Context: an optimization exercise on an open-source flow, tuned for small area. The choices shown serve that exercise and are no tape-out recipe.
RTL that was checked went through simulation tests only; none was proved equivalent to the original.
For run 3, only the layout was checked, not whether the RTL still works.
Power figures rest on the tool's default switching activity, not on a simulated workload.

==> flow/design.v <==
module	Reset_Delay( input iCLK, input iRST_N, input iEnd, output reg oRESET);
always@(posedge iCLK or negedge iRST_N)
begin
	if(!iRST_N)
		oRESET	<=	1'b0;
	else if(iEnd)
		oRESET	<=	1'b1;
end
endmodule
module LCD_Controller (
input [7:0] iDATA,
input iRS,
input iStart,
output reg oDone,
input iCLK,iRST_N,
output [7:0] LCD_DATA,
output LCD_RW,
output LCD_EN,
output LCD_RS	);
reg		[4:0]	Cont;
reg		preStart;
wire	rise = iStart & ~preStart;
always@(posedge iCLK)
	preStart	<=	iStart;
assign	LCD_DATA	=	iDATA;
assign	LCD_RW		=	1'b0;
assign	LCD_RS		=	iRS;
assign	LCD_EN		=	Cont[4] | (&Cont[3:1]);
always@(posedge iCLK or negedge iRST_N)
begin
	if(!iRST_N)
	begin
		oDone	<=	1'b0;
		Cont	<=	5'd0;
	end
	else
	begin
		if(Cont != 5'd0)
			Cont	<=	Cont + 1'b1;
		else if(rise)
			Cont	<=	5'd12;
		if(&Cont)
			oDone	<=	1'b1;
		else if(rise)
			oDone	<=	1'b0;
	end
end
endmodule
module    LCD_TEST (
	input rst, Pulse,
	input [1:0]Kind,
	input [4:0]Qn,
  input iCLK,iRST_N,
  output oEnd,
  output [7:0]     LCD_DATA,
  output LCD_RW,LCD_EN,LCD_RS
);
reg    [5:0]    LUT_INDEX;
wire   [7:0]    LUT_DATA;
reg    [1:0]    mLCD_ST;
reg    [9:0]    mDLY;
reg    [7:0]    mLCD_DATA;
wire        mLCD_RS = ~mLCD_DATA[7] & (mLCD_DATA[6] | (mLCD_DATA[5] & (~mLCD_DATA[4] | mLCD_DATA[1])));
wire        mLCD_Done;
wire        mLCD_Start = (mLCD_ST == 2'd1);
wire        run = ~(LUT_INDEX[5] & LUT_INDEX[4]);
wire   [9:0]    mDLY_next = {mDLY[8:0], mDLY[9] ^ mDLY[6]};
wire        dly_end = (mDLY == 10'h200);
assign oEnd = ~iRST_N & dly_end & (LUT_INDEX == 6'd9);
always@(posedge iCLK or negedge iRST_N)
begin
    if(!iRST_N)
    begin
        mLCD_ST      <=    2'd0;
        mLCD_DATA    <=    8'd0;
    end
    else
    begin
        if(Pulse)
        begin
            mLCD_ST      <=    2'd0;
            mLCD_DATA    <=    8'd0;
        end
        if(run)
        begin
            case(mLCD_ST)
            2'd0:    begin
                    mLCD_DATA    <=    LUT_DATA;
                    mLCD_ST      <=    2'd1;
                end
            2'd1:    if(mLCD_Done) mLCD_ST <= 2'd2;
            2'd2:    if(dly_end) mLCD_ST <= 2'd3;
            2'd3:    mLCD_ST      <=    2'd0;
            endcase
        end
    end
end
always@(posedge iCLK or negedge rst)
begin
    if(!rst)
        LUT_INDEX    <=    6'd5;
    else if(!iRST_N)
    begin
        if(dly_end)
            LUT_INDEX    <=    LUT_INDEX + 1'b1;
    end
    else
    begin
        if(Pulse)
            LUT_INDEX    <=    6'd10;
        if(run && mLCD_ST == 2'd3)
            LUT_INDEX    <=    LUT_INDEX + 1'b1;
    end
end
always@(posedge iCLK or negedge rst)
begin
    if(!rst)
        mDLY    <=    10'h240;
    else if(!iRST_N)
        mDLY    <=    mDLY_next;
    else
    begin
        if(Pulse)
            mDLY    <=    10'h001;
        if(run && mLCD_ST == 2'd2)
            mDLY    <=    mDLY_next;
    end
end
LCD_LUT lut(.idx(LUT_INDEX), .kind(Kind), .qn(Qn), .data(LUT_DATA));
LCD_Controller u0(
.iDATA(mLCD_DATA),
.iRS(mLCD_RS),
.iStart(mLCD_Start),
.oDone(mLCD_Done),
.iCLK(iCLK),
.iRST_N(iRST_N),
.LCD_DATA(LCD_DATA),
.LCD_RW(LCD_RW),
.LCD_EN(LCD_EN),
.LCD_RS(LCD_RS)    );
endmodule
module LCD_LUT(input [5:0] idx, input [1:0] kind, input [4:0] qn, output reg [7:0] data);
always @(*) begin
  if (idx[5]) begin
    casez ({kind, qn, idx[3:0]})
      {2'b01, 5'b?????, 4'd0}: data[7:0] = 8'h20;
      {2'b01, 5'b?????, 4'd1}: data[7:0] = 8'h20;
      {2'b01, 5'b?????, 4'd2}: data[7:0] = 8'h20;
      {2'b01, 5'b?????, 4'd3}: data[7:0] = 8'h20;
      {2'b01, 5'b?????, 4'd4}: data[7:0] = 8'h20;
      {2'b01, 5'b?????, 4'd5}: data[7:0] = 8'h57;
      {2'b01, 5'b?????, 4'd6}: data[7:0] = 8'h72;
      {2'b01, 5'b?????, 4'd7}: data[7:0] = 8'h6F;
      {2'b01, 5'b?????, 4'd8}: data[7:0] = 8'h6E;
      {2'b01, 5'b?????, 4'd9}: data[7:0] = 8'h67;
      {2'b01, 5'b?????, 4'd10}: data[7:0] = 8'h21;
      {2'b01, 5'b?????, 4'd11}: data[7:0] = 8'h20;
      {2'b01, 5'b?????, 4'd12}: data[7:0] = 8'h20;
      {2'b01, 5'b?????, 4'd13}: data[7:0] = 8'h20;
      {2'b01, 5'b?????, 4'd14}: data[7:0] = 8'h20;
      {2'b01, 5'b?????, 4'd15}: data[7:0] = 8'h20;
      {2'b10, 5'b?????, 4'd0}: data[7:0] = 8'h20;
      {2'b10, 5'b?????, 4'd1}: data[7:0] = 8'h20;
      {2'b10, 5'b?????, 4'd2}: data[7:0] = 8'h20;
      {2'b10, 5'b?????, 4'd3}: data[7:0] = 8'h20;
      {2'b10, 5'b?????, 4'd4}: data[7:0] = 8'h43;
      {2'b10, 5'b?????, 4'd5}: data[7:0] = 8'h6F;
      {2'b10, 5'b?????, 4'd6}: data[7:0] = 8'h72;
      {2'b10, 5'b?????, 4'd7}: data[7:0] = 8'h72;
      {2'b10, 5'b?????, 4'd8}: data[7:0] = 8'h65;
      {2'b10, 5'b?????, 4'd9}: data[7:0] = 8'h63;
      {2'b10, 5'b?????, 4'd10}: data[7:0] = 8'h74;
      {2'b10, 5'b?????, 4'd11}: data[7:0] = 8'h21;
      {2'b10, 5'b?????, 4'd12}: data[7:0] = 8'h20;
      {2'b10, 5'b?????, 4'd13}: data[7:0] = 8'h20;
      {2'b10, 5'b?????, 4'd14}: data[7:0] = 8'h20;
      {2'b10, 5'b?????, 4'd15}: data[7:0] = 8'h20;
      {2'b11, 5'b?????, 4'd0}: data[7:0] = 8'h4E;
      {2'b11, 5'b?????, 4'd1}: data[7:0] = 8'h69;
      {2'b11, 5'b?????, 4'd2}: data[7:0] = 8'h63;
      {2'b11, 5'b?????, 4'd3}: data[7:0] = 8'h65;
      {2'b11, 5'b?????, 4'd4}: data[7:0] = 8'h20;
      {2'b11, 5'b?????, 4'd5}: data[7:0] = 8'h54;
      {2'b11, 5'b?????, 4'd6}: data[7:0] = 8'h6F;
      {2'b11, 5'b?????, 4'd7}: data[7:0] = 8'h20;
      {2'b11, 5'b?????, 4'd8}: data[7:0] = 8'h53;
      {2'b11, 5'b?????, 4'd9}: data[7:0] = 8'h65;
      {2'b11, 5'b?????, 4'd10}: data[7:0] = 8'h65;
      {2'b11, 5'b?????, 4'd11}: data[7:0] = 8'h20;
      {2'b11, 5'b?????, 4'd12}: data[7:0] = 8'h59;
      {2'b11, 5'b?????, 4'd13}: data[7:0] = 8'h6F;
      {2'b11, 5'b?????, 4'd14}: data[7:0] = 8'h75;
      {2'b11, 5'b?????, 4'd15}: data[7:0] = 8'h21;
      {2'b00, 5'd0, 4'd0}: data[7:0] = 8'h20;
      {2'b00, 5'd0, 4'd1}: data[7:0] = 8'h20;
      {2'b00, 5'd0, 4'd2}: data[7:0] = 8'h20;
      {2'b00, 5'd0, 4'd3}: data[7:0] = 8'h20;
      {2'b00, 5'd0, 4'd4}: data[7:0] = 8'h20;
      {2'b00, 5'd0, 4'd5}: data[7:0] = 8'h20;
      {2'b00, 5'd0, 4'd6}: data[7:0] = 8'h43;
      {2'b00, 5'd0, 4'd7}: data[7:0] = 8'h65;
      {2'b00, 5'd0, 4'd8}: data[7:0] = 8'h72;
      {2'b00, 5'd0, 4'd9}: data[7:0] = 8'h6F;
      {2'b00, 5'd0, 4'd10}: data[7:0] = 8'h3F;
      {2'b00, 5'd0, 4'd11}: data[7:0] = 8'h20;
      {2'b00, 5'd0, 4'd12}: data[7:0] = 8'h20;
      {2'b00, 5'd0, 4'd13}: data[7:0] = 8'h20;
      {2'b00, 5'd0, 4'd14}: data[7:0] = 8'h20;
      {2'b00, 5'd0, 4'd15}: data[7:0] = 8'h20;
      {2'b00, 5'd1, 4'd0}: data[7:0] = 8'h20;
      {2'b00, 5'd1, 4'd1}: data[7:0] = 8'h20;
      {2'b00, 5'd1, 4'd2}: data[7:0] = 8'h20;
      {2'b00, 5'd1, 4'd3}: data[7:0] = 8'h20;
      {2'b00, 5'd1, 4'd4}: data[7:0] = 8'h20;
      {2'b00, 5'd1, 4'd5}: data[7:0] = 8'h20;
      {2'b00, 5'd1, 4'd6}: data[7:0] = 8'h55;
      {2'b00, 5'd1, 4'd7}: data[7:0] = 8'h6E;
      {2'b00, 5'd1, 4'd8}: data[7:0] = 8'h6F;
      {2'b00, 5'd1, 4'd9}: data[7:0] = 8'h3F;
      {2'b00, 5'd1, 4'd10}: data[7:0] = 8'h20;
      {2'b00, 5'd1, 4'd11}: data[7:0] = 8'h20;
      {2'b00, 5'd1, 4'd12}: data[7:0] = 8'h20;
      {2'b00, 5'd1, 4'd13}: data[7:0] = 8'h20;
      {2'b00, 5'd1, 4'd14}: data[7:0] = 8'h20;
      {2'b00, 5'd1, 4'd15}: data[7:0] = 8'h20;
      {2'b00, 5'd2, 4'd0}: data[7:0] = 8'h20;
      {2'b00, 5'd2, 4'd1}: data[7:0] = 8'h20;
      {2'b00, 5'd2, 4'd2}: data[7:0] = 8'h20;
      {2'b00, 5'd2, 4'd3}: data[7:0] = 8'h20;
      {2'b00, 5'd2, 4'd4}: data[7:0] = 8'h20;
      {2'b00, 5'd2, 4'd5}: data[7:0] = 8'h20;
      {2'b00, 5'd2, 4'd6}: data[7:0] = 8'h44;
      {2'b00, 5'd2, 4'd7}: data[7:0] = 8'h6F;
      {2'b00, 5'd2, 4'd8}: data[7:0] = 8'h73;
      {2'b00, 5'd2, 4'd9}: data[7:0] = 8'h3F;
      {2'b00, 5'd2, 4'd10}: data[7:0] = 8'h20;
      {2'b00, 5'd2, 4'd11}: data[7:0] = 8'h20;
      {2'b00, 5'd2, 4'd12}: data[7:0] = 8'h20;
      {2'b00, 5'd2, 4'd13}: data[7:0] = 8'h20;
      {2'b00, 5'd2, 4'd14}: data[7:0] = 8'h20;
      {2'b00, 5'd2, 4'd15}: data[7:0] = 8'h20;
      {2'b00, 5'd3, 4'd0}: data[7:0] = 8'h20;
      {2'b00, 5'd3, 4'd1}: data[7:0] = 8'h20;
      {2'b00, 5'd3, 4'd2}: data[7:0] = 8'h20;
      {2'b00, 5'd3, 4'd3}: data[7:0] = 8'h20;
      {2'b00, 5'd3, 4'd4}: data[7:0] = 8'h20;
      {2'b00, 5'd3, 4'd5}: data[7:0] = 8'h54;
      {2'b00, 5'd3, 4'd6}: data[7:0] = 8'h72;
      {2'b00, 5'd3, 4'd7}: data[7:0] = 8'h65;
      {2'b00, 5'd3, 4'd8}: data[7:0] = 8'h73;
      {2'b00, 5'd3, 4'd9}: data[7:0] = 8'h3F;
      {2'b00, 5'd3, 4'd10}: data[7:0] = 8'h20;
      {2'b00, 5'd3, 4'd11}: data[7:0] = 8'h20;
      {2'b00, 5'd3, 4'd12}: data[7:0] = 8'h20;
      {2'b00, 5'd3, 4'd13}: data[7:0] = 8'h20;
      {2'b00, 5'd3, 4'd14}: data[7:0] = 8'h20;
      {2'b00, 5'd3, 4'd15}: data[7:0] = 8'h20;
      {2'b00, 5'd4, 4'd0}: data[7:0] = 8'h20;
      {2'b00, 5'd4, 4'd1}: data[7:0] = 8'h20;
      {2'b00, 5'd4, 4'd2}: data[7:0] = 8'h20;
      {2'b00, 5'd4, 4'd3}: data[7:0] = 8'h20;
      {2'b00, 5'd4, 4'd4}: data[7:0] = 8'h20;
      {2'b00, 5'd4, 4'd5}: data[7:0] = 8'h43;
      {2'b00, 5'd4, 4'd6}: data[7:0] = 8'h75;
      {2'b00, 5'd4, 4'd7}: data[7:0] = 8'h61;
      {2'b00, 5'd4, 4'd8}: data[7:0] = 8'h74;
      {2'b00, 5'd4, 4'd9}: data[7:0] = 8'h72;
      {2'b00, 5'd4, 4'd10}: data[7:0] = 8'h6F;
      {2'b00, 5'd4, 4'd11}: data[7:0] = 8'h3F;
      {2'b00, 5'd4, 4'd12}: data[7:0] = 8'h20;
      {2'b00, 5'd4, 4'd13}: data[7:0] = 8'h20;
      {2'b00, 5'd4, 4'd14}: data[7:0] = 8'h20;
      {2'b00, 5'd4, 4'd15}: data[7:0] = 8'h20;
      {2'b00, 5'd5, 4'd0}: data[7:0] = 8'h20;
      {2'b00, 5'd5, 4'd1}: data[7:0] = 8'h20;
      {2'b00, 5'd5, 4'd2}: data[7:0] = 8'h20;
      {2'b00, 5'd5, 4'd3}: data[7:0] = 8'h20;
      {2'b00, 5'd5, 4'd4}: data[7:0] = 8'h20;
      {2'b00, 5'd5, 4'd5}: data[7:0] = 8'h43;
      {2'b00, 5'd5, 4'd6}: data[7:0] = 8'h69;
      {2'b00, 5'd5, 4'd7}: data[7:0] = 8'h6E;
      {2'b00, 5'd5, 4'd8}: data[7:0] = 8'h63;
      {2'b00, 5'd5, 4'd9}: data[7:0] = 8'h6F;
      {2'b00, 5'd5, 4'd10}: data[7:0] = 8'h3F;
      {2'b00, 5'd5, 4'd11}: data[7:0] = 8'h20;
      {2'b00, 5'd5, 4'd12}: data[7:0] = 8'h20;
      {2'b00, 5'd5, 4'd13}: data[7:0] = 8'h20;
      {2'b00, 5'd5, 4'd14}: data[7:0] = 8'h20;
      {2'b00, 5'd5, 4'd15}: data[7:0] = 8'h20;
      {2'b00, 5'd6, 4'd0}: data[7:0] = 8'h20;
      {2'b00, 5'd6, 4'd1}: data[7:0] = 8'h20;
      {2'b00, 5'd6, 4'd2}: data[7:0] = 8'h20;
      {2'b00, 5'd6, 4'd3}: data[7:0] = 8'h20;
      {2'b00, 5'd6, 4'd4}: data[7:0] = 8'h20;
      {2'b00, 5'd6, 4'd5}: data[7:0] = 8'h20;
      {2'b00, 5'd6, 4'd6}: data[7:0] = 8'h53;
      {2'b00, 5'd6, 4'd7}: data[7:0] = 8'h65;
      {2'b00, 5'd6, 4'd8}: data[7:0] = 8'h69;
      {2'b00, 5'd6, 4'd9}: data[7:0] = 8'h73;
      {2'b00, 5'd6, 4'd10}: data[7:0] = 8'h3F;
      {2'b00, 5'd6, 4'd11}: data[7:0] = 8'h20;
      {2'b00, 5'd6, 4'd12}: data[7:0] = 8'h20;
      {2'b00, 5'd6, 4'd13}: data[7:0] = 8'h20;
      {2'b00, 5'd6, 4'd14}: data[7:0] = 8'h20;
      {2'b00, 5'd6, 4'd15}: data[7:0] = 8'h20;
      {2'b00, 5'd7, 4'd0}: data[7:0] = 8'h20;
      {2'b00, 5'd7, 4'd1}: data[7:0] = 8'h20;
      {2'b00, 5'd7, 4'd2}: data[7:0] = 8'h20;
      {2'b00, 5'd7, 4'd3}: data[7:0] = 8'h20;
      {2'b00, 5'd7, 4'd4}: data[7:0] = 8'h20;
      {2'b00, 5'd7, 4'd5}: data[7:0] = 8'h53;
      {2'b00, 5'd7, 4'd6}: data[7:0] = 8'h69;
      {2'b00, 5'd7, 4'd7}: data[7:0] = 8'h65;
      {2'b00, 5'd7, 4'd8}: data[7:0] = 8'h74;
      {2'b00, 5'd7, 4'd9}: data[7:0] = 8'h65;
      {2'b00, 5'd7, 4'd10}: data[7:0] = 8'h3F;
      {2'b00, 5'd7, 4'd11}: data[7:0] = 8'h20;
      {2'b00, 5'd7, 4'd12}: data[7:0] = 8'h20;
      {2'b00, 5'd7, 4'd13}: data[7:0] = 8'h20;
      {2'b00, 5'd7, 4'd14}: data[7:0] = 8'h20;
      {2'b00, 5'd7, 4'd15}: data[7:0] = 8'h20;
      {2'b00, 5'd8, 4'd0}: data[7:0] = 8'h20;
      {2'b00, 5'd8, 4'd1}: data[7:0] = 8'h20;
      {2'b00, 5'd8, 4'd2}: data[7:0] = 8'h20;
      {2'b00, 5'd8, 4'd3}: data[7:0] = 8'h20;
      {2'b00, 5'd8, 4'd4}: data[7:0] = 8'h20;
      {2'b00, 5'd8, 4'd5}: data[7:0] = 8'h4F;
      {2'b00, 5'd8, 4'd6}: data[7:0] = 8'h63;
      {2'b00, 5'd8, 4'd7}: data[7:0] = 8'h68;
      {2'b00, 5'd8, 4'd8}: data[7:0] = 8'h6F;
      {2'b00, 5'd8, 4'd9}: data[7:0] = 8'h3F;
      {2'b00, 5'd8, 4'd10}: data[7:0] = 8'h20;
      {2'b00, 5'd8, 4'd11}: data[7:0] = 8'h20;
      {2'b00, 5'd8, 4'd12}: data[7:0] = 8'h20;
      {2'b00, 5'd8, 4'd13}: data[7:0] = 8'h20;
      {2'b00, 5'd8, 4'd14}: data[7:0] = 8'h20;
      {2'b00, 5'd8, 4'd15}: data[7:0] = 8'h20;
      {2'b00, 5'd9, 4'd0}: data[7:0] = 8'h20;
      {2'b00, 5'd9, 4'd1}: data[7:0] = 8'h20;
      {2'b00, 5'd9, 4'd2}: data[7:0] = 8'h20;
      {2'b00, 5'd9, 4'd3}: data[7:0] = 8'h20;
      {2'b00, 5'd9, 4'd4}: data[7:0] = 8'h20;
      {2'b00, 5'd9, 4'd5}: data[7:0] = 8'h4E;
      {2'b00, 5'd9, 4'd6}: data[7:0] = 8'h75;
      {2'b00, 5'd9, 4'd7}: data[7:0] = 8'h65;
      {2'b00, 5'd9, 4'd8}: data[7:0] = 8'h76;
      {2'b00, 5'd9, 4'd9}: data[7:0] = 8'h65;
      {2'b00, 5'd9, 4'd10}: data[7:0] = 8'h3F;
      {2'b00, 5'd9, 4'd11}: data[7:0] = 8'h20;
      {2'b00, 5'd9, 4'd12}: data[7:0] = 8'h20;
      {2'b00, 5'd9, 4'd13}: data[7:0] = 8'h20;
      {2'b00, 5'd9, 4'd14}: data[7:0] = 8'h20;
      {2'b00, 5'd9, 4'd15}: data[7:0] = 8'h20;
      {2'b00, 5'd10, 4'd0}: data[7:0] = 8'h20;
      {2'b00, 5'd10, 4'd1}: data[7:0] = 8'h20;
      {2'b00, 5'd10, 4'd2}: data[7:0] = 8'h20;
      {2'b00, 5'd10, 4'd3}: data[7:0] = 8'h20;
      {2'b00, 5'd10, 4'd4}: data[7:0] = 8'h20;
      {2'b00, 5'd10, 4'd5}: data[7:0] = 8'h44;
      {2'b00, 5'd10, 4'd6}: data[7:0] = 8'h69;
      {2'b00, 5'd10, 4'd7}: data[7:0] = 8'h65;
      {2'b00, 5'd10, 4'd8}: data[7:0] = 8'h7A;
      {2'b00, 5'd10, 4'd9}: data[7:0] = 8'h3F;
      {2'b00, 5'd10, 4'd10}: data[7:0] = 8'h20;
      {2'b00, 5'd10, 4'd11}: data[7:0] = 8'h20;
      {2'b00, 5'd10, 4'd12}: data[7:0] = 8'h20;
      {2'b00, 5'd10, 4'd13}: data[7:0] = 8'h20;
      {2'b00, 5'd10, 4'd14}: data[7:0] = 8'h20;
      {2'b00, 5'd10, 4'd15}: data[7:0] = 8'h20;
      {2'b00, 5'd11, 4'd0}: data[7:0] = 8'h20;
      {2'b00, 5'd11, 4'd1}: data[7:0] = 8'h20;
      {2'b00, 5'd11, 4'd2}: data[7:0] = 8'h20;
      {2'b00, 5'd11, 4'd3}: data[7:0] = 8'h20;
      {2'b00, 5'd11, 4'd4}: data[7:0] = 8'h20;
      {2'b00, 5'd11, 4'd5}: data[7:0] = 8'h4F;
      {2'b00, 5'd11, 4'd6}: data[7:0] = 8'h6E;
      {2'b00, 5'd11, 4'd7}: data[7:0] = 8'h63;
      {2'b00, 5'd11, 4'd8}: data[7:0] = 8'h65;
      {2'b00, 5'd11, 4'd9}: data[7:0] = 8'h3F;
      {2'b00, 5'd11, 4'd10}: data[7:0] = 8'h20;
      {2'b00, 5'd11, 4'd11}: data[7:0] = 8'h20;
      {2'b00, 5'd11, 4'd12}: data[7:0] = 8'h20;
      {2'b00, 5'd11, 4'd13}: data[7:0] = 8'h20;
      {2'b00, 5'd11, 4'd14}: data[7:0] = 8'h20;
      {2'b00, 5'd11, 4'd15}: data[7:0] = 8'h20;
      {2'b00, 5'd12, 4'd0}: data[7:0] = 8'h20;
      {2'b00, 5'd12, 4'd1}: data[7:0] = 8'h20;
      {2'b00, 5'd12, 4'd2}: data[7:0] = 8'h20;
      {2'b00, 5'd12, 4'd3}: data[7:0] = 8'h20;
      {2'b00, 5'd12, 4'd4}: data[7:0] = 8'h20;
      {2'b00, 5'd12, 4'd5}: data[7:0] = 8'h44;
      {2'b00, 5'd12, 4'd6}: data[7:0] = 8'h6F;
      {2'b00, 5'd12, 4'd7}: data[7:0] = 8'h63;
      {2'b00, 5'd12, 4'd8}: data[7:0] = 8'h65;
      {2'b00, 5'd12, 4'd9}: data[7:0] = 8'h3F;
      {2'b00, 5'd12, 4'd10}: data[7:0] = 8'h20;
      {2'b00, 5'd12, 4'd11}: data[7:0] = 8'h20;
      {2'b00, 5'd12, 4'd12}: data[7:0] = 8'h20;
      {2'b00, 5'd12, 4'd13}: data[7:0] = 8'h20;
      {2'b00, 5'd12, 4'd14}: data[7:0] = 8'h20;
      {2'b00, 5'd12, 4'd15}: data[7:0] = 8'h20;
      {2'b00, 5'd13, 4'd0}: data[7:0] = 8'h20;
      {2'b00, 5'd13, 4'd1}: data[7:0] = 8'h20;
      {2'b00, 5'd13, 4'd2}: data[7:0] = 8'h20;
      {2'b00, 5'd13, 4'd3}: data[7:0] = 8'h20;
      {2'b00, 5'd13, 4'd4}: data[7:0] = 8'h20;
      {2'b00, 5'd13, 4'd5}: data[7:0] = 8'h54;
      {2'b00, 5'd13, 4'd6}: data[7:0] = 8'h72;
      {2'b00, 5'd13, 4'd7}: data[7:0] = 8'h65;
      {2'b00, 5'd13, 4'd8}: data[7:0] = 8'h63;
      {2'b00, 5'd13, 4'd9}: data[7:0] = 8'h65;
      {2'b00, 5'd13, 4'd10}: data[7:0] = 8'h3F;
      {2'b00, 5'd13, 4'd11}: data[7:0] = 8'h20;
      {2'b00, 5'd13, 4'd12}: data[7:0] = 8'h20;
      {2'b00, 5'd13, 4'd13}: data[7:0] = 8'h20;
      {2'b00, 5'd13, 4'd14}: data[7:0] = 8'h20;
      {2'b00, 5'd13, 4'd15}: data[7:0] = 8'h20;
      {2'b00, 5'd14, 4'd0}: data[7:0] = 8'h20;
      {2'b00, 5'd14, 4'd1}: data[7:0] = 8'h20;
      {2'b00, 5'd14, 4'd2}: data[7:0] = 8'h20;
      {2'b00, 5'd14, 4'd3}: data[7:0] = 8'h20;
      {2'b00, 5'd14, 4'd4}: data[7:0] = 8'h43;
      {2'b00, 5'd14, 4'd5}: data[7:0] = 8'h61;
      {2'b00, 5'd14, 4'd6}: data[7:0] = 8'h74;
      {2'b00, 5'd14, 4'd7}: data[7:0] = 8'h6F;
      {2'b00, 5'd14, 4'd8}: data[7:0] = 8'h72;
      {2'b00, 5'd14, 4'd9}: data[7:0] = 8'h63;
      {2'b00, 5'd14, 4'd10}: data[7:0] = 8'h65;
      {2'b00, 5'd14, 4'd11}: data[7:0] = 8'h3F;
      {2'b00, 5'd14, 4'd12}: data[7:0] = 8'h20;
      {2'b00, 5'd14, 4'd13}: data[7:0] = 8'h20;
      {2'b00, 5'd14, 4'd14}: data[7:0] = 8'h20;
      {2'b00, 5'd14, 4'd15}: data[7:0] = 8'h20;
      {2'b00, 5'd15, 4'd0}: data[7:0] = 8'h20;
      {2'b00, 5'd15, 4'd1}: data[7:0] = 8'h20;
      {2'b00, 5'd15, 4'd2}: data[7:0] = 8'h20;
      {2'b00, 5'd15, 4'd3}: data[7:0] = 8'h20;
      {2'b00, 5'd15, 4'd4}: data[7:0] = 8'h51;
      {2'b00, 5'd15, 4'd5}: data[7:0] = 8'h75;
      {2'b00, 5'd15, 4'd6}: data[7:0] = 8'h69;
      {2'b00, 5'd15, 4'd7}: data[7:0] = 8'h6E;
      {2'b00, 5'd15, 4'd8}: data[7:0] = 8'h63;
      {2'b00, 5'd15, 4'd9}: data[7:0] = 8'h65;
      {2'b00, 5'd15, 4'd10}: data[7:0] = 8'h3F;
      {2'b00, 5'd15, 4'd11}: data[7:0] = 8'h20;
      {2'b00, 5'd15, 4'd12}: data[7:0] = 8'h20;
      {2'b00, 5'd15, 4'd13}: data[7:0] = 8'h20;
      {2'b00, 5'd15, 4'd14}: data[7:0] = 8'h20;
      {2'b00, 5'd15, 4'd15}: data[7:0] = 8'h20;
      {2'b00, 5'd16, 4'd0}: data[7:0] = 8'h20;
      {2'b00, 5'd16, 4'd1}: data[7:0] = 8'h20;
      {2'b00, 5'd16, 4'd2}: data[7:0] = 8'h20;
      {2'b00, 5'd16, 4'd3}: data[7:0] = 8'h20;
      {2'b00, 5'd16, 4'd4}: data[7:0] = 8'h56;
      {2'b00, 5'd16, 4'd5}: data[7:0] = 8'h65;
      {2'b00, 5'd16, 4'd6}: data[7:0] = 8'h69;
      {2'b00, 5'd16, 4'd7}: data[7:0] = 8'h6E;
      {2'b00, 5'd16, 4'd8}: data[7:0] = 8'h74;
      {2'b00, 5'd16, 4'd9}: data[7:0] = 8'h65;
      {2'b00, 5'd16, 4'd10}: data[7:0] = 8'h3F;
      {2'b00, 5'd16, 4'd11}: data[7:0] = 8'h20;
      {2'b00, 5'd16, 4'd12}: data[7:0] = 8'h20;
      {2'b00, 5'd16, 4'd13}: data[7:0] = 8'h20;
      {2'b00, 5'd16, 4'd14}: data[7:0] = 8'h20;
      {2'b00, 5'd16, 4'd15}: data[7:0] = 8'h20;
      {2'b00, 5'd17, 4'd0}: data[7:0] = 8'h20;
      {2'b00, 5'd17, 4'd1}: data[7:0] = 8'h20;
      {2'b00, 5'd17, 4'd2}: data[7:0] = 8'h20;
      {2'b00, 5'd17, 4'd3}: data[7:0] = 8'h54;
      {2'b00, 5'd17, 4'd4}: data[7:0] = 8'h72;
      {2'b00, 5'd17, 4'd5}: data[7:0] = 8'h65;
      {2'b00, 5'd17, 4'd6}: data[7:0] = 8'h69;
      {2'b00, 5'd17, 4'd7}: data[7:0] = 8'h6E;
      {2'b00, 5'd17, 4'd8}: data[7:0] = 8'h74;
      {2'b00, 5'd17, 4'd9}: data[7:0] = 8'h61;
      {2'b00, 5'd17, 4'd10}: data[7:0] = 8'h3F;
      {2'b00, 5'd17, 4'd11}: data[7:0] = 8'h20;
      {2'b00, 5'd17, 4'd12}: data[7:0] = 8'h20;
      {2'b00, 5'd17, 4'd13}: data[7:0] = 8'h20;
      {2'b00, 5'd17, 4'd14}: data[7:0] = 8'h20;
      {2'b00, 5'd17, 4'd15}: data[7:0] = 8'h20;
      {2'b00, 5'd18, 4'd0}: data[7:0] = 8'h20;
      {2'b00, 5'd18, 4'd1}: data[7:0] = 8'h20;
      {2'b00, 5'd18, 4'd2}: data[7:0] = 8'h20;
      {2'b00, 5'd18, 4'd3}: data[7:0] = 8'h20;
      {2'b00, 5'd18, 4'd4}: data[7:0] = 8'h43;
      {2'b00, 5'd18, 4'd5}: data[7:0] = 8'h61;
      {2'b00, 5'd18, 4'd6}: data[7:0] = 8'h75;
      {2'b00, 5'd18, 4'd7}: data[7:0] = 8'h72;
      {2'b00, 5'd18, 4'd8}: data[7:0] = 8'h65;
      {2'b00, 5'd18, 4'd9}: data[7:0] = 8'h6E;
      {2'b00, 5'd18, 4'd10}: data[7:0] = 8'h74;
      {2'b00, 5'd18, 4'd11}: data[7:0] = 8'h61;
      {2'b00, 5'd18, 4'd12}: data[7:0] = 8'h3F;
      {2'b00, 5'd18, 4'd13}: data[7:0] = 8'h20;
      {2'b00, 5'd18, 4'd14}: data[7:0] = 8'h20;
      {2'b00, 5'd18, 4'd15}: data[7:0] = 8'h20;
      {2'b00, 5'd19, 4'd0}: data[7:0] = 8'h20;
      {2'b00, 5'd19, 4'd1}: data[7:0] = 8'h20;
      {2'b00, 5'd19, 4'd2}: data[7:0] = 8'h20;
      {2'b00, 5'd19, 4'd3}: data[7:0] = 8'h43;
      {2'b00, 5'd19, 4'd4}: data[7:0] = 8'h69;
      {2'b00, 5'd19, 4'd5}: data[7:0] = 8'h6E;
      {2'b00, 5'd19, 4'd6}: data[7:0] = 8'h63;
      {2'b00, 5'd19, 4'd7}: data[7:0] = 8'h75;
      {2'b00, 5'd19, 4'd8}: data[7:0] = 8'h65;
      {2'b00, 5'd19, 4'd9}: data[7:0] = 8'h6E;
      {2'b00, 5'd19, 4'd10}: data[7:0] = 8'h74;
      {2'b00, 5'd19, 4'd11}: data[7:0] = 8'h61;
      {2'b00, 5'd19, 4'd12}: data[7:0] = 8'h3F;
      {2'b00, 5'd19, 4'd13}: data[7:0] = 8'h20;
      {2'b00, 5'd19, 4'd14}: data[7:0] = 8'h20;
      {2'b00, 5'd19, 4'd15}: data[7:0] = 8'h20;
      {2'b00, 5'd20, 4'd0}: data[7:0] = 8'h20;
      {2'b00, 5'd20, 4'd1}: data[7:0] = 8'h20;
      {2'b00, 5'd20, 4'd2}: data[7:0] = 8'h20;
      {2'b00, 5'd20, 4'd3}: data[7:0] = 8'h53;
      {2'b00, 5'd20, 4'd4}: data[7:0] = 8'h65;
      {2'b00, 5'd20, 4'd5}: data[7:0] = 8'h73;
      {2'b00, 5'd20, 4'd6}: data[7:0] = 8'h65;
      {2'b00, 5'd20, 4'd7}: data[7:0] = 8'h6E;
      {2'b00, 5'd20, 4'd8}: data[7:0] = 8'h74;
      {2'b00, 5'd20, 4'd9}: data[7:0] = 8'h61;
      {2'b00, 5'd20, 4'd10}: data[7:0] = 8'h3F;
      {2'b00, 5'd20, 4'd11}: data[7:0] = 8'h20;
      {2'b00, 5'd20, 4'd12}: data[7:0] = 8'h20;
      {2'b00, 5'd20, 4'd13}: data[7:0] = 8'h20;
      {2'b00, 5'd20, 4'd14}: data[7:0] = 8'h20;
      {2'b00, 5'd20, 4'd15}: data[7:0] = 8'h20;
      {2'b00, 5'd21, 4'd0}: data[7:0] = 8'h20;
      {2'b00, 5'd21, 4'd1}: data[7:0] = 8'h20;
      {2'b00, 5'd21, 4'd2}: data[7:0] = 8'h20;
      {2'b00, 5'd21, 4'd3}: data[7:0] = 8'h53;
      {2'b00, 5'd21, 4'd4}: data[7:0] = 8'h65;
      {2'b00, 5'd21, 4'd5}: data[7:0] = 8'h74;
      {2'b00, 5'd21, 4'd6}: data[7:0] = 8'h65;
      {2'b00, 5'd21, 4'd7}: data[7:0] = 8'h6E;
      {2'b00, 5'd21, 4'd8}: data[7:0] = 8'h74;
      {2'b00, 5'd21, 4'd9}: data[7:0] = 8'h61;
      {2'b00, 5'd21, 4'd10}: data[7:0] = 8'h3F;
      {2'b00, 5'd21, 4'd11}: data[7:0] = 8'h20;
      {2'b00, 5'd21, 4'd12}: data[7:0] = 8'h20;
      {2'b00, 5'd21, 4'd13}: data[7:0] = 8'h20;
      {2'b00, 5'd21, 4'd14}: data[7:0] = 8'h20;
      {2'b00, 5'd21, 4'd15}: data[7:0] = 8'h20;
      {2'b00, 5'd22, 4'd0}: data[7:0] = 8'h20;
      {2'b00, 5'd22, 4'd1}: data[7:0] = 8'h20;
      {2'b00, 5'd22, 4'd2}: data[7:0] = 8'h20;
      {2'b00, 5'd22, 4'd3}: data[7:0] = 8'h20;
      {2'b00, 5'd22, 4'd4}: data[7:0] = 8'h20;
      {2'b00, 5'd22, 4'd5}: data[7:0] = 8'h4F;
      {2'b00, 5'd22, 4'd6}: data[7:0] = 8'h63;
      {2'b00, 5'd22, 4'd7}: data[7:0] = 8'h68;
      {2'b00, 5'd22, 4'd8}: data[7:0] = 8'h65;
      {2'b00, 5'd22, 4'd9}: data[7:0] = 8'h6E;
      {2'b00, 5'd22, 4'd10}: data[7:0] = 8'h74;
      {2'b00, 5'd22, 4'd11}: data[7:0] = 8'h61;
      {2'b00, 5'd22, 4'd12}: data[7:0] = 8'h3F;
      {2'b00, 5'd22, 4'd13}: data[7:0] = 8'h20;
      {2'b00, 5'd22, 4'd14}: data[7:0] = 8'h20;
      {2'b00, 5'd22, 4'd15}: data[7:0] = 8'h20;
      {2'b00, 5'd23, 4'd0}: data[7:0] = 8'h20;
      {2'b00, 5'd23, 4'd1}: data[7:0] = 8'h20;
      {2'b00, 5'd23, 4'd2}: data[7:0] = 8'h20;
      {2'b00, 5'd23, 4'd3}: data[7:0] = 8'h20;
      {2'b00, 5'd23, 4'd4}: data[7:0] = 8'h20;
      {2'b00, 5'd23, 4'd5}: data[7:0] = 8'h4E;
      {2'b00, 5'd23, 4'd6}: data[7:0] = 8'h6F;
      {2'b00, 5'd23, 4'd7}: data[7:0] = 8'h76;
      {2'b00, 5'd23, 4'd8}: data[7:0] = 8'h65;
      {2'b00, 5'd23, 4'd9}: data[7:0] = 8'h6E;
      {2'b00, 5'd23, 4'd10}: data[7:0] = 8'h74;
      {2'b00, 5'd23, 4'd11}: data[7:0] = 8'h61;
      {2'b00, 5'd23, 4'd12}: data[7:0] = 8'h3F;
      {2'b00, 5'd23, 4'd13}: data[7:0] = 8'h20;
      {2'b00, 5'd23, 4'd14}: data[7:0] = 8'h20;
      {2'b00, 5'd23, 4'd15}: data[7:0] = 8'h20;
      default: data[7:0] = 8'h20;
    endcase
  end else begin
    case (idx[4:0])
      5'd10: data = 8'h38;
      5'd11: data = 8'h0C;
      5'd12: data = 8'h01;
      5'd13: data = 8'h06;
      5'd14: data = 8'h80;
      5'd15: data = 8'h53;
      5'd16: data = 8'h70;
      5'd17: data = 8'h61;
      5'd18: data = 8'h6E;
      5'd19: data = 8'h69;
      5'd20: data = 8'h73;
      5'd21: data = 8'h68;
      5'd22: data = 8'h3E;
      5'd23: data = 8'h45;
      5'd24: data = 8'h6E;
      5'd25: data = 8'h67;
      5'd26: data = 8'h6C;
      5'd27: data = 8'h69;
      5'd28: data = 8'h73;
      5'd29: data = 8'h68;
      5'd30: data = 8'h20;
      5'd31: data = 8'hC0;
      default: data = 8'h38;
    endcase
  end
end
endmodule
module lcdlab1(
	input rst,
  input CLOCK_50,
  output LCD_ON,	 
  output LCD_RW,	 
  output LCD_EN,	 
  output LCD_RS,	 
  output [7:0] LCD_DATA,	 
  input [1:0] Kind,
  input [4:0] Qn,
  input Pulse
);
wire DLY_RST;
wire DLY_END;
Reset_Delay r0(.iCLK(CLOCK_50), .iRST_N(rst), .iEnd(DLY_END), .oRESET(DLY_RST));
assign	LCD_ON		=	1'b1;
LCD_TEST u1(
	.rst(rst),
	.Pulse(Pulse),
	.Kind(Kind),
	.Qn(Qn),
   .iCLK(CLOCK_50),
   .iRST_N(DLY_RST),
   .oEnd(DLY_END),
   .LCD_DATA(LCD_DATA),
   .LCD_RW(LCD_RW),
   .LCD_EN(LCD_EN),
   .LCD_RS(LCD_RS)
);
endmodule
module FinalProject(answer, submit, clk, rst, redOut, greenOut, LCD_ON, LCD_RW, LCD_EN, LCD_RS, LCD_DATA);
output LCD_ON;	 
output LCD_RW;	 
output LCD_EN;	 
output LCD_RS;	 
output [7:0] LCD_DATA;	 
input [10:0] answer;
input submit, clk, rst;
output redOut, greenOut;
localparam	Start   = 3'd0,
		pulseS  = 3'd1,
		Q       = 3'd2,
		check   = 3'd3,
		wrong   = 3'd4,
		correct = 3'd5,
		pulseW  = 3'd6,
		pulseC  = 3'd7;
localparam	K_Q       = 2'b00,
		K_WRONG   = 2'b01,
		K_CORRECT = 2'b10,
		K_START   = 2'b11;
reg [2:0] S;
reg [4:0] q;
reg Pulse;
reg Match;	 
reg [1:0] Kind;
assign greenOut = Kind[1] & ~Kind[0];
assign redOut = Kind[0] & ~Kind[1];
wire [10:0] SWO;
debounce_DE2_SW deb(clk, rst, answer, SWO);
reg [10:0] Key;
always @(*)
begin
	case (q)
	5'd0:  Key = 11'b00000000001;
	5'd1:  Key = 11'b00000000010;
	5'd2:  Key = 11'b00000000100;
	5'd3:  Key = 11'b00000001000;
	5'd4:  Key = 11'b00000010000;
	5'd5:  Key = 11'b00000100000;
	5'd6:  Key = 11'b00001000000;
	5'd7:  Key = 11'b00010000000;
	5'd8:  Key = 11'b00100000000;
	5'd9:  Key = 11'b01000000000;
	5'd10: Key = 11'b10000000000;
	5'd11: Key = 11'b10000000010;
	5'd12: Key = 11'b10000000100;
	5'd13: Key = 11'b10000001000;
	5'd14: Key = 11'b10000010000;
	5'd15: Key = 11'b10000100000;
	5'd16: Key = 11'b00000000101;
	5'd17: Key = 11'b00000001001;
	5'd18: Key = 11'b00000010001;
	5'd19: Key = 11'b00000100001;
	5'd20: Key = 11'b00001000001;
	5'd21: Key = 11'b00010000001;
	5'd22: Key = 11'b00100000001;
	default: Key = 11'b01000000001;
	endcase
end
always @ (posedge clk or negedge rst)
begin
	if (rst == 1'b0)
	begin
		S <= Start;
		q <= 5'd0;
		Pulse <= 1'b1;
		Kind <= K_START;
	end
	else
	begin
		case (S)
		Start:
		begin
			Kind <= K_START;
			Pulse <= 1'b0;
			if (submit) S <= pulseS;
		end
		pulseS:
		begin
			Pulse <= 1'b1;
			if (!submit) S <= Q;
		end
		Q:
		begin
			Pulse <= 1'b0;
			Kind <= K_Q;
			if (submit) S <= check;
		end
		check:
		begin
			Pulse <= 1'b1;
			if (!submit) S <= Q;
			else if (Match) S <= correct;
			else S <= wrong;
		end
		wrong:
		begin
			Kind <= K_WRONG;
			Pulse <= 1'b0;
			if (!submit) S <= pulseW;
		end
		correct:
		begin
			Kind <= K_CORRECT;
			Pulse <= 1'b0;
			if (!submit) S <= pulseC;
		end
		pulseW:
		begin
			Pulse <= 1'b1;
			S <= Q;
		end
		pulseC:
		begin
			Pulse <= 1'b1;
			if (q == 5'd23)
			begin
				q <= 5'd0;
				S <= Start;
			end
			else
			begin
				q <= q + 1'b1;
				S <= Q;
			end
		end
		endcase
	end
end
always @ (posedge clk)
begin
	if (S == Q)
		Match <= (SWO == Key);
end
lcdlab1 info(
	.rst(rst),
  .CLOCK_50(clk),
  .LCD_ON(LCD_ON),
  .LCD_RW(LCD_RW),
  .LCD_EN(LCD_EN),
  .LCD_RS(LCD_RS),
  .LCD_DATA(LCD_DATA),
  .Kind(Kind),
  .Qn(q),
  .Pulse(Pulse)
);
endmodule
module debounce_DE2_SW (clk, rst_n, answer, SWO);
input rst_n, clk;
input [10:0]answer;
output [10:0]SWO;
wire [10:0]SWO;
debouncer sw0(clk, rst_n, answer[0], SWO[0]);
debouncer sw1(clk, rst_n, answer[1], SWO[1]);
debouncer sw2(clk, rst_n, answer[2], SWO[2]);
debouncer sw3(clk, rst_n, answer[3], SWO[3]);
debouncer sw4(clk, rst_n, answer[4], SWO[4]);
debouncer sw5(clk, rst_n, answer[5], SWO[5]);
debouncer sw6(clk, rst_n, answer[6], SWO[6]);
debouncer sw7(clk, rst_n, answer[7], SWO[7]);
debouncer sw8(clk, rst_n, answer[8], SWO[8]);
debouncer sw9(clk, rst_n, answer[9], SWO[9]);
debouncer sw10(clk, rst_n, answer[10], SWO[10]);
endmodule
module debouncer (clk, rst_n, noisy, clean);
input rst_n, clk, noisy;
output clean;
reg lvl;
reg [12:0] cnt;
wire low0 = ~|cnt[10:0];
wire settled = low0 & ~cnt[11];
wire fresh = settled & cnt[12];
wire last = low0 & cnt[11] & ~cnt[12];
wire fb = cnt[12] ^ cnt[10] ^ cnt[3] ^ (cnt[8] & cnt[0]);
assign clean = lvl ^ fresh;
always @ (posedge clk or negedge rst_n)
begin
	if (rst_n == 1'b0)
	begin
		lvl <= 1'b0;
		cnt <= 13'd0;
	end
	else
	begin
		cnt <= {cnt[11:0], settled ? (noisy ^ lvl) : fb};
		if (last)
			lvl <= ~lvl;
	end
end
endmodule
==> flow/flow/run.sh <==
#!/bin/bash
# Own layout flow: the standard ORFS flow (standard.sh), with two
# changes: synthesis maps the logic with an area-oriented ABC script
# (flow/abc_area.script, in a copy of ORFS's scripts folder), and clock tree
# synthesis uses fewer, larger clusters and no dummy loads.
set -euo pipefail
W=$PWD
rm -rf "$W/scr"
cp -r "$FLOW_HOME/scripts" "$W/scr"
cp "$W/flow/abc_area.script" "$W/scr/abc_area.script"
CTS="$(cat "$W/flow/cts_args.txt")"
EXTRA=()
if [[ -f "$W/flow/buffer_ports_args.txt" ]]; then EXTRA+=("BUFFER_PORTS_ARGS=$(cat "$W/flow/buffer_ports_args.txt")"); fi
bash "$W/standard.sh" SCRIPTS_DIR="$W/scr" ABC_AREA=1 "CTS_ARGS=$CTS" "${EXTRA[@]}" finish > "$W/orfs_make.log" 2>&1
==> flow/flow/abc_area.script <==
strash
&get -n
&deepsyn -T 30
&dch
&nf -R 1000
&put
topo
==> flow/flow/buffer_ports_args.txt <==
-buffer_cell sky130_fd_sc_hd__buf_1
==> flow/flow/cts_args.txt <==
-sink_clustering_enable -repair_clock_nets -dont_use_dummy_load -buf_list sky130_fd_sc_hd__clkbuf_16 -sink_clustering_size 32 -sink_clustering_max_diameter 60
==> flow/standard.sh <==
#!/bin/bash
# synth_recipe.tcl (not shown) runs the flow's synth.tcl, then flattens the netlist and writes it again
# the make line also repeats each setting of config.mk as NAME=value (left out here)
make -C /OpenROAD-flow-scripts/flow DESIGN_CONFIG=/design/flow/config.mk WORK_HOME=/design/flow/orfs CLKGATE_MAP_FILE= SYNTH_SCRIPT=/design/flow/synth_recipe.tcl "${@:-finish}"
==> flow/config.mk <==
export PLATFORM = sky130hd
export DESIGN_NAME = FinalProject
export DESIGN_NICKNAME = FinalProject
export VERILOG_FILES = /design/flow/design.v
export SDC_FILE = /design/flow/constraint.sdc
export NUM_CORES = 4
export LEC_CHECK = 0
export CAP_MARGIN = 20
export CORE_MARGIN = 2
export CORE_UTILIZATION = 65
export SLEW_MARGIN = 20
==> flow/constraint.sdc <==
create_clock -name core_clock -period 10.0 [get_ports {clk}]
set_input_delay 2.0000 -clock core_clock [delete_from_list [all_inputs] [get_ports {clk}]]
set_output_delay 2.0000 -clock core_clock [all_outputs]
set_load 0.01 [all_outputs]
==> run summary, run 1 <==
Fin Setup TNS=0 ns; Crit. End Element=register; Setup violations, final=0; count of different cell masters after synthesis=54; post-synthesis mux area share=0.00132; Post-Synth Simple-Gate Area=0.172; Fin. Hold Viols=0; CTS tree=done; dpl cells=994; Iter 0 DRT Violations=875; Gate Count Post-Synth=795; Layout Nets=871; Crit path max-delay family=simple AND/OR/NAND/NOR gates; core footprint=12700 um^2; Longest Clk Path Bufs=2; worst path arrival time=4.22 ns; Reg clk slew, reported paths=0.06 ns; Design Area, Final=9290 um^2; Worst setup SP type=register; VDD IR max=162 uV; number of routed nets with antenna violations=0; WP data required=10.29 ns; highest clock rate=254 MHz; insertion delay of the later-clocked pin in the worst-skew pair=0.43 ns; crit path buf inv count=0; slew margin rel.=0.388; Mean Syn Cell Area=10.7 um^2; Die Span Y=119 um; RSZ-0062 raised after global routing=no; gr usage total=0.334; Initial Util=0.671; Synth top cells by count=dfrtp_1, nand2_1, nor2_1; initial antenna violation count=0; largest cells by area after synthesis=dfrtp_1, xnor2_1, nand2_1, nor2_1, xor2_1; flops & latches, synth=200; Placed Area=8870 um^2; async set or reset register ratio after synthesis=0.990; number of max-cap violations=0; post-synthesis net count=825; max incr delay on CP=0.84 ns; power per cell area=210 nW/um^2; EDFF count, synth=1; largest family of logic cells by synthesized area=simple AND/OR/NAND/NOR gates; largest net degree at the start of global routing=74; sequential fraction of the synthesis area=0.587; Synth top area share=0.560; Num CTS Buffers=17; top-count cell post-synth=dfrtp_1; Post-CTS Setup Inserts=0; Diodes inserted=0; CP Class=register to register; Synth Area in XOR/XNOR=0.0821; adder-cell share of the synthesized area=0.0234; CTS Hold Bufs=0; slowest cell on the critical path=dfrtp_1; detailed placer's ending HPWL=15300 um; global route overflow=0; post-synthesis compound-gate area fraction=0.122; H-tree depth=4; Ports=28; WL final=22300 um; ys flop type=dfrtp_1; vias in the first global route=6776; Power Total=1.95 mW; period utilization=0.393; Least-Margin Pin Slew=0.918 ns; die footprint=14100 um^2; Non-Filler Instances=1011; yosys warns=6; post-synthesis cell area=8540 um^2; post-synth top area cell=dfrtp_1; CTS root buffer=clkbuf_16; CTS sink cnt=200; row cnt=41; router iterations before antenna repair=8; CTS resizes=0; Routability Congestion=1.01; first-pass GRT wire length=36200 um; Tmin final=3.93 ns; I/O Buffers=25; critical path peak fanout=23; Max Slew Vio Count=0; status=timing/DRC/antenna clean; Remaining DRCs=0; share of cells above drive strength 1=0.0346; Area growth syn-to-layout=8.82%; Setup Skew=0.0272 ns; Die Wd=119 um; CP Cell Sequence=nand2b_1, o21ai_0, nand2_1, a21oi_1, a21oi_1, nand3_1, or4_1, nor2_1, nand2_1, or4_1, a222oi_1, o21ai_0; vias per inst=6.50; hold crit path type=register to async pin; routed length per instance=22.1 um; LEAKAGE=3.64 nW; Hold Slack=0.319 ns; Vias=6574
-- per-stage QoR --
step / utilization / setup slack (ns)
finish: 0.730 / 6.07
detailed placement: 0.697 / 5.84
floorplan: - / 6.85
global placement: 0.697 / 5.95
global route: 0.730 / 5.87
CTS: 0.730 / 6.22
-- logic make-up (layout without fill, tap and decap cells) --
logic type                 after synthesis  in the layout
adders and majority gates               16             16
muxes                                    1              1
buffers and inverters                   22             66
DFF                                    200            200
xor gates and xnor gates                80             80
AOI/OAI and AO/OA                      163            163
other                                    2              2
and+or+nand+nor                        311            311
-- state kept, by name (all words and copies together), names as in the netlist, 10 cells and up --
| signal | flops |
|---|---|
| deb.sw6.cnt | 13 |
| deb.sw8.cnt | 13 |
| deb.sw1.cnt | 13 |
| deb.sw4.cnt | 13 |
| deb.sw10.cnt | 13 |
| deb.sw9.cnt | 13 |
| deb.sw0.cnt | 13 |
| info.u1.mDLY | 10 |
| deb.sw5.cnt | 13 |
| deb.sw2.cnt | 13 |
| deb.sw3.cnt | 13 |
| deb.sw7.cnt | 13 |
-- path summary, 6_finish.rpt --
check	startpoint	endpoint	slack, ns	depth (start not counted)
setup reg to reg	q[3]	info.u1.mLCD_DATA[1]	6.07	12
setup / recovery	q[3]	info.u1.mLCD_DATA[1]	6.07	12
hold / removal	info.r0.oRESET	info.u1.mLCD_ST[1]	0.32	0
min in group core_clock	deb.sw7.cnt[1]	deb.sw7.cnt[2]	0.37	0
max in group asynchronous	rst	deb.sw8.lvl	6.37	3
hold reg to reg	info.r0.oRESET	info.u1.mLCD_ST[1]	0.32	0
-- cells in the final DEF, fill, tap and decap left out, drive strengths merged, types with 3 or more instances in the layout --
master | synthesis | final
a22oi | 5 | 5
o21ai | 37 | 37
a31oi | 8 | 8
or3 | 14 | 14
and2 | 7 | 7
nand4 | 6 | 6
nor3 | 32 | 32
nor4 | 28 | 28
o221ai | 4 | 4
o21bai | 3 | 3
a32o | 4 | 4
nor2 | 79 | 79
ha | 16 | 16
dfrtp | 191 | 191
a21oi | 48 | 48
o211ai | 4 | 4
a211oi | 4 | 4
nand2b | 8 | 8
o32ai | 3 | 3
clkinv | 20 | 20
xor2 | 28 | 28
nand2 | 81 | 81
o22ai | 12 | 12
xnor2 | 52 | 52
dfstp | 7 | 7
a22o | 12 | 12
nor2b | 7 | 7
nand3 | 38 | 38
a32oi | 3 | 3
and3 | 3 | 3
buf | 2 | 28
clkbuf | 0 | 18
-- layout make-up --
class | count | area [um^2]
sequential | 200 | 5010
multi-input combinational | 573 | 3440
inverter | 20 | 75.1
clock buffer | 17 | 425
timing repair buffer | 29 | 128
fill | 835 | 3430
tap | 172 | 215
-- power by group --
| part | internal (mW) | switching (mW) |
|---|---|---|
| registers | 0.867 | 0.0869 |
| clock network | 0.296 | 0.256 |
| logic | 0.147 | 0.301 |
-- layer usage --
layer  track usage  wire length (um)
met2         0.559             11300
met1         0.431              9050
met4         0.138               803
met3        0.0623              1240
met5             0                 0
==> run 2: changes to the inputs <==
==> flow/flow/cts_args.txt (replaced) <==
-sink_clustering_enable -repair_clock_nets -dont_use_dummy_load -buf_list sky130_fd_sc_hd__clkbuf_8 -sink_clustering_size 20 -sink_clustering_max_diameter 50
==> run 2 against run 1 <==
Compared with the run above: still clean on timing, DRC and antenna; design area is 2.1% lower; combinational power is 2% lower; sequential share of layout area is 1.1 points higher; hold slack better by 0.0011 ns; synthesized cell count stayed put; flip-flop and latch count stayed put; power is 9.3% lower; global-route usage is 1.4 points lower; die area stayed put; maximum frequency is 0.40% higher; wire length is 6.1% lower; sequential power hardly changed.
==> run summary, run 2 <==
CP Class=register to register; share of cells above drive strength 1=0.0346 (unchanged); Least-Margin Pin Slew=0.917 ns (-0.00133 ns); number of max-cap violations=0 (unchanged); Iter 0 DRT Violations=710 (-19%); Crit path max-delay family=simple AND/OR/NAND/NOR gates; Layout Nets=871 (unchanged); count of different cell masters after synthesis=54 (unchanged); initial antenna violation count=0 (unchanged); Fin. Hold Viols=0 (unchanged); row cnt=41 (unchanged); gr usage total=0.320 (-0.0143); highest clock rate=255 MHz (+0.40%); Diodes inserted=0 (unchanged); largest net degree at the start of global routing=74 (unchanged); EDFF count, synth=1 (unchanged); Synth top area share=0.560 (unchanged); critical path peak fanout=23 (unchanged); met3 layer usage reported by global route=0.0632 (+0.000965); post-synthesis net count=825 (unchanged); core footprint=12700 um^2 (unchanged); Die Wd=119 um (unchanged); status=timing/DRC/antenna clean; yosys warns=6 (unchanged); most frequent cells in the layout=dfrtp_1, nand2_1, nor2_1; Setup violations, final=0 (unchanged); CTS sink cnt=200 (unchanged); Vias=6427 (-2.2%); GR Util met1=0.423 (-0.00765); H-tree depth=4 (unchanged); vias per inst=6.36 (-2.2%); Die Span Y=119 um (unchanged); die footprint=14100 um^2 (unchanged); Num CTS Buffers=17 (unchanged); Reg2Reg Setup Slack=6.08 ns (+0.02 ns); async set or reset register ratio after synthesis=0.990 (unchanged); WL final=21000 um (-6.1%); I/O Buffers=25 (unchanged); largest cells by area after synthesis=dfrtp_1, xnor2_1, nand2_1, nor2_1, xor2_1; CTS tree=done; LEAKAGE=3.56 nW (-2.4%); max incr delay on CP=0.84 ns (about the same); slew margin rel.=0.389 (+0.000886); power per cell area=195 nW/um^2 (-7.4%); ys flop type=dfrtp_1; router iterations before antenna repair=7 (-1); flops & latches, synth=200 (unchanged); routed length per instance=20.8 um (-6.1%); CP Cell Sequence=nand2b_1, o21ai_0, nand2_1, a21oi_1, a21oi_1, nand3_1, or4_1, nor2_1, nand2_1, or4_1, a222oi_1, o21ai_0; global route overflow=0 (unchanged); first-pass GRT wire length=34700 um (-4.0%); top-count cell post-synth=dfrtp_1; Top Usage Layer GRT=met2; CTS root buffer=clkbuf_8; Setup Skew=0.0359 ns (+0.00868 ns); crit path buf inv count=0 (unchanged); Max Slew Vio Count=0 (unchanged); Remaining DRCs=0 (unchanged); CTS Hold Bufs=0 (unchanged); Crit. End Element=register; post-synth top area cell=dfrtp_1; sequential fraction of the synthesis area=0.587 (unchanged); Ports=28 (unchanged); Fin Setup TNS=0 ns (unchanged); vias in the first global route=6613 (-2.4%); Post-CTS Setup Inserts=0 (unchanged); number of routed nets with antenna violations=0 (unchanged); post-synthesis cell area=8540 um^2 (unchanged); Gate Count Post-Synth=795 (unchanged); Worst setup SP type=register; Tmin final=3.92 ns (-0.0155 ns); hold crit path type=register to async pin; Hold Slack=0.320 ns (+0.00108 ns); period utilization=0.392 (-0.00155); WP data required=10.32 ns (+0.03 ns); Mean Syn Cell Area=10.7 um^2 (unchanged); Placed Area=8870 um^2 (unchanged); Routability Congestion=1.01 (unchanged); Initial Util=0.671 (unchanged); Longest Clk Path Bufs=2 (unchanged); RSZ-0062 raised after global routing=no; VDD IR max=200 uV (+24%); CTS resizes=0 (unchanged); slowest cell on the critical path=dfrtp_1; most common cell after layout, fill and taps aside=dfrtp_1; Synth top cells by count=dfrtp_1, nand2_1, nor2_1; Design Area, Final=9100 um^2 (-2.1%); worst path arrival time=4.24 ns (+0.02 ns); post-layout util=0.715 (-0.0150); Area growth syn-to-layout=6.58%; Reg clk slew, reported paths=0.07 ns (about the same); detailed placer's ending HPWL=15300 um (unchanged); met2 GRT Util=0.514 (-0.0453); insertion delay of the later-clocked pin in the worst-skew pair=0.47 ns (+0.04 ns)
## run 2: cell counts after synthesis
Identical to the previous run, type by type.
## run 2: cell type report
| type | count | area (um^2) |
|---|---|---|
| fill | 877 | 3620 |
| sequential | 200 | 5010 |
| tap | 172 | 215 |
| timing repair buffer | 29 | 128 |
| multi-input combinational | 573 | 3440 |
| inverter | 20 | 75.1 |
| clock buffer | 17 | 234 |
## run 2: path summary, 6_finish.rpt
kind / from / endpoint / cells past startpoint
setup / recovery: q[3] / info.u1.mLCD_DATA[1] / 12
hold / removal: info.r0.oRESET / info.u1.mLCD_ST[1] / 0
setup reg to reg: q[3] / info.u1.mLCD_DATA[1] / 12
hold reg to reg: info.r0.oRESET / info.u1.mLCD_ST[1] / 0
max in group asynchronous: rst / deb.sw8.cnt[3] / 3
min in group core_clock: deb.sw7.cnt[7] / deb.sw7.cnt[8] / 0
## run 2: worst reg2reg max path, cell delays in order, from the launching register on
cell	delay [ns]
dfrtp_1	0.84
nand2b_1	0.30
o21ai_0	0.26
nand2_1	0.33
a21oi_1	0.11
a21oi_1	0.14
nand3_1	0.14
or4_1	0.60
nor2_1	0.13
nand2_1	0.08
or4_1	0.49
a222oi_1	0.25
o21ai_0	0.12
## run 2: where the power goes
part | switching, mW | internal, mW | leakage [nW] | total (mW)
sequential | 0.0867 | 0.866 | 2.36 | 0.952
combinational | 0.293 | 0.147 | 1.07 | 0.440
clock | 0.228 | 0.150 | 0.122 | 0.379
## run 2: cells by family (layout without fill, tap and decap cells)
kind of cell             Yosys count  after routing  synth area share
other                              2              2          0.000879
XOR/XNOR                          80             80            0.0821
AO/OA/AOI/OAI                    163            163             0.122
flip-flops                       200            200             0.587
adder cells (fa/ha/maj)           16             16            0.0234
buffers and inverters             22             66            0.0105
AND/OR/NAND/NOR                  311            311             0.172
multiplexers                       1              1           0.00132
## run 2: layer usage
metal / wire, um / share of wire
met1: 8640 / 0.41
met2: 10200 / 0.49
met3: 1340 / 0.064
met4: 788 / 0.038
met5: 0 / 0
## run 2: through the flow
step | instances | setup WS [ns] | total power, mW
after floorplan | 795 | 6.85 | 1.24
after global placement | 994 | 5.95 | 1.38
after detailed placement | 994 | 5.84 | 1.40
after CTS | 1011 | 6.21 | 1.77
after global routing | 1011 | 5.85 | 1.87
final | 1011 | 6.08 | 1.77
==> run 3: changes to the inputs <==
--- a/flow/design.v
+++ b/flow/design.v
@@ -645,18 +645,14 @@
 input [10:0] answer;
 input submit, clk, rst;
 output redOut, greenOut;
-localparam	Start   = 3'd0,
-		pulseS  = 3'd1,
-		Q       = 3'd2,
-		check   = 3'd3,
-		wrong   = 3'd4,
-		correct = 3'd5,
-		pulseW  = 3'd6,
-		pulseC  = 3'd7;
-localparam	K_Q       = 2'b00,
-		K_WRONG   = 2'b01,
-		K_CORRECT = 2'b10,
-		K_START   = 2'b11;
+localparam	Q       = 3'b000,
+		wrong   = 3'b001,
+		correct = 3'b010,
+		Start   = 3'b011,
+		check   = 3'b100,
+		pulseW  = 3'b101,
+		pulseC  = 3'b110,
+		pulseS  = 3'b111;
 reg [2:0] S;
 reg [4:0] q;
 reg Pulse;
@@ -703,55 +699,28 @@
 		S <= Start;
 		q <= 5'd0;
 		Pulse <= 1'b1;
-		Kind <= K_START;
+		Kind <= Start[1:0];
 	end
 	else
 	begin
+		Pulse <= S[2];
+		if (!S[2])
+			Kind <= S[1:0];
 		case (S)
-		Start:
-		begin
-			Kind <= K_START;
-			Pulse <= 1'b0;
-			if (submit) S <= pulseS;
-		end
-		pulseS:
-		begin
-			Pulse <= 1'b1;
-			if (!submit) S <= Q;
-		end
-		Q:
-		begin
-			Pulse <= 1'b0;
-			Kind <= K_Q;
-			if (submit) S <= check;
-		end
+		Start:   if (submit) S <= pulseS;
+		pulseS:  if (!submit) S <= Q;
+		Q:       if (submit) S <= check;
 		check:
 		begin
-			Pulse <= 1'b1;
 			if (!submit) S <= Q;
 			else if (Match) S <= correct;
 			else S <= wrong;
 		end
-		wrong:
-		begin
-			Kind <= K_WRONG;
-			Pulse <= 1'b0;
-			if (!submit) S <= pulseW;
-		end
-		correct:
-		begin
-			Kind <= K_CORRECT;
-			Pulse <= 1'b0;
-			if (!submit) S <= pulseC;
-		end
-		pulseW:
-		begin
-			Pulse <= 1'b1;
-			S <= Q;
-		end
+		wrong:   if (!submit) S <= pulseW;
+		correct: if (!submit) S <= pulseC;
+		pulseW:  S <= Q;
 		pulseC:
 		begin
-			Pulse <= 1'b1;
 			if (q == 5'd23)
 			begin
 				q <= 5'd0;
==> flow/flow/cts_args.txt (replaced) <==
-sink_clustering_enable -repair_clock_nets -dont_use_dummy_load -buf_list sky130_fd_sc_hd__clkbuf_8 -sink_clustering_size 26 -sink_clustering_max_diameter 60
==> run 3 against run 2 <==
Compared with the run above: design area is 0.15% higher; clock power hardly changed; core utilization is 0.11 points higher; sequential share of layout area shrank 0.056 points; die area is 0.24% higher; critical endpoint unchanged; sequential power decreased by 2.3%; critical path depth is 2 lower; final cell count fell by 0.59%; count of clock-buffer cells in the layout unchanged; non-clock buffer count down 1; wire length down 1.2%.
==> run summary, run 3 <==
Power Total=1.69 mW (-4.7%); status=timing/DRC/antenna clean; switching power total=0.547 mW (-10%); detailed placer's ending HPWL=15000 um (-1.6%); CTS sink cnt=200 (unchanged); Placed Area=8880 um^2 (+0.16%); core footprint=12700 um^2 (unchanged); Design Area, Final=9110 um^2 (+0.15%); LEAKAGE=3.64 nW (+2.4%); Num CTS Buffers=17 (unchanged); CTS Hold Bufs=0 (unchanged); post-layout util=0.716 (+0.00108); count of different cell masters after synthesis=54 (unchanged); CTS root buffer=clkbuf_8; WL final=20700 um (-1.2%); Remaining DRCs=0 (unchanged); Post-CTS Setup Inserts=0 (unchanged); Reg clk slew, reported paths=0.07 ns (about the same); Crit. End Element=register; Layout Nets=865 (-0.69%); EDFF count, synth=1 (unchanged); hold crit path type=register to async pin; Iter 0 DRT Violations=854 (+20%); combinational share of power=0.225 (-0.023); power per cell area=185 nW/um^2 (-4.9%); period utilization=0.387 (-0.00535); Gate Count Post-Synth=790 (-0.63%); vias in the first global route=6590 (-0.35%); number of max-cap violations=0 (unchanged); post-synthesis net count=820 (-0.61%); Tmin final=3.87 ns (-0.0535 ns); flops & latches, synth=200 (unchanged); gr usage total=0.309 (-0.0105); R2R depth=10 (-2); largest cells by area after synthesis=dfrtp_1, xnor2_1, nand2_1, dfstp_2, nor2_1; Initial Util=0.673 (+0.00167); Mean Syn Cell Area=10.8 um^2 (+0.88%); Area growth syn-to-layout=6.47% (about the same); insertion delay of the later-clocked pin in the worst-skew pair=0.46 ns (about the same); Longest Clk Path Bufs=2 (unchanged); number of routed nets with antenna violations=0 (unchanged); reg2reg end=info.u1.mLCD_DATA[1]; Worst R2R Start=q[2]; initial antenna violation count=0 (unchanged); Fin Setup TNS=0 ns (unchanged); switching share of power=0.324 (-0.0191); Non-Filler Instances=1005 (-0.59%); Die Wd=119 um (+0.12%); critical path peak fanout=21 (-8.7%); Setup Skew=0.0387 ns (+0.00283 ns); I/O Buffers=25 (unchanged); Least-Margin Pin Slew=0.990 ns (+0.0737 ns); most frequent cells in the layout=dfrtp_1, nand2_1, nor2_1; VDD IR max=123 uV (-38%); WP data required=10.31 ns (about the same); ys flop type=dfrtp_1; CTS resizes=0 (unchanged); Synth top cells by count=dfrtp_1, nand2_1, nor2_1; cell internal pwr=1.14 mW (-1.9%); yosys warns=6 (unchanged); Worst setup SP type=register; first-pass GRT wire length=34000 um (-2.1%); final setup margin=6.13 ns (+0.0535 ns); Hold Slack=0.335 ns (+0.0149 ns); routed length per instance=20.6 um (-0.62%); share of cells above drive strength 1=0.0360 (+0.00145); Ports=28 (unchanged); Synth top area share=0.552 (-0.00724); sequential fraction of the synthesis area=0.586 (-0.00117); most common cell after layout, fill and taps aside=dfrtp_1; Max Slew Vio Count=0 (unchanged)
[run 3: cell count changes after synthesis, moves of 3 or more]
cell      previous run  this run
or3_1               14        18
clkinv_1            20        15
a21o_1               1         4
nor3_1              32        39
and2_0               7         4
a22oi_1              5         1
nand2_1             81        87
o21bai_1             3         0
nor2_1              79        63
o22ai_1             12         8
o21a_1               0         5
nand3_1             38        33
a31oi_1              8        18
[run 3: power by group through the flow]
stage / logic (mW) / clock network (mW) / registers [mW]
global placement: 0.356 / 0 / 0.940
detailed placement: 0.365 / 0 / 0.943
CTS: 0.368 / 0.387 / 0.927
finish: 0.380 / 0.377 / 0.930
global route: 0.412 / 0.414 / 0.936
floorplan: 0.253 / 0 / 0.925
[run 3: routing by layer]
| metal | vias up | share of wire | GRT usage |
|---|---|---|---|
| met5 | - | 0 | 0 |
| met3 | 97 | 0.062 | 0.0579 |
| met2 | 325 | 0.48 | 0.501 |
| met4 | 0 | 0.054 | 0.155 |
| met1 | 3136 | 0.40 | 0.402 |
| li1 | 2936 | - | - |
[run 3: kinds of logic (layout without fill, tap and decap cells)]
| kind of cell | after synthesis | in the layout | share of synthesized area |
|---|---|---|---|
| flip-flops | 200 | 200 | 0.586 |
| AO/OA/AOI/OAI | 167 | 167 | 0.126 |
| AND/OR/NAND/NOR | 305 | 305 | 0.170 |
| buffers and inverters | 17 | 60 | 0.00833 |
| other | 2 | 2 | 0.000877 |
| XOR/XNOR | 79 | 79 | 0.0808 |
| adder cells (fa/ha/maj) | 16 | 16 | 0.0234 |
| multiplexers | 4 | 4 | 0.00497 |
[run 3: layout make-up]
cell class / count / area (um^2) / area share
Sequential cell: 200 / 5020 / 0.550
Multi-Input combinational cell: 573 / 3470 / 0.381
Clock buffer: 17 / 234 / 0.0257
Tap cell: 172 / 215 / 0.0236
Timing Repair Buffer: 28 / 120 / 0.0132
Inverter: 15 / 56.3 / 0.00618
[run 3: worst max-delay path by stage]
stage / from / to / slack [ns]
6_report: q[2] / info.u1.mLCD_DATA[1] / 6.13
5_1_grt: q[2] / info.u1.mLCD_DATA[1] / 5.87
4_1_cts: Kind[1] / redOut / 6.18
3_5_place_dp: rst / deb.sw1.cnt[5] / 5.78
3_3_place_gp: rst / deb.sw4.cnt[2] / 5.94
2_1_floorplan: info.u1.LUT_INDEX[0] / info.u1.mLCD_DATA[1] / 6.99
[run 3: critical path: stages (launching register included)]
cell and delay (ns):
dfrtp_1 0.81, clkinv_1 0.48, nor2_1 0.52, nand2_1 0.30
o211ai_1 0.17, o221ai_1 0.18, a31oi_1 0.17, o21ai_0 0.16
or4_1 0.55, a222oi_1 0.28, o21ai_0 0.11

==> re-timing with driven ports <==
Ports are ideal in the flow. The routed layouts listed here were re-timed in OpenROAD. Step 1: set_driving_cell puts a clkbuf_16 on clk and a buf_2 on each other input, an assumption about the parent block. Step 2, shift: input delay + t, output delay - t, t = (earliest + latest rising clock arrival at the registers) / 2. This alone moves slack from input paths to output paths. a / b / c = no drivers / after step 1 / after step 2; a / b = the first two.
run	t (ns)	setup WS [ns]
run 1	0.464	6.065 / 6.065 / 5.922
run 2	0.489	6.080 / 6.080 / 5.959
run 3	0.476	6.134 / 6.127 / 5.917
After both steps setup and hold are still met in every run listed. The worst setup slack also covers recovery checks on asynchronous resets.
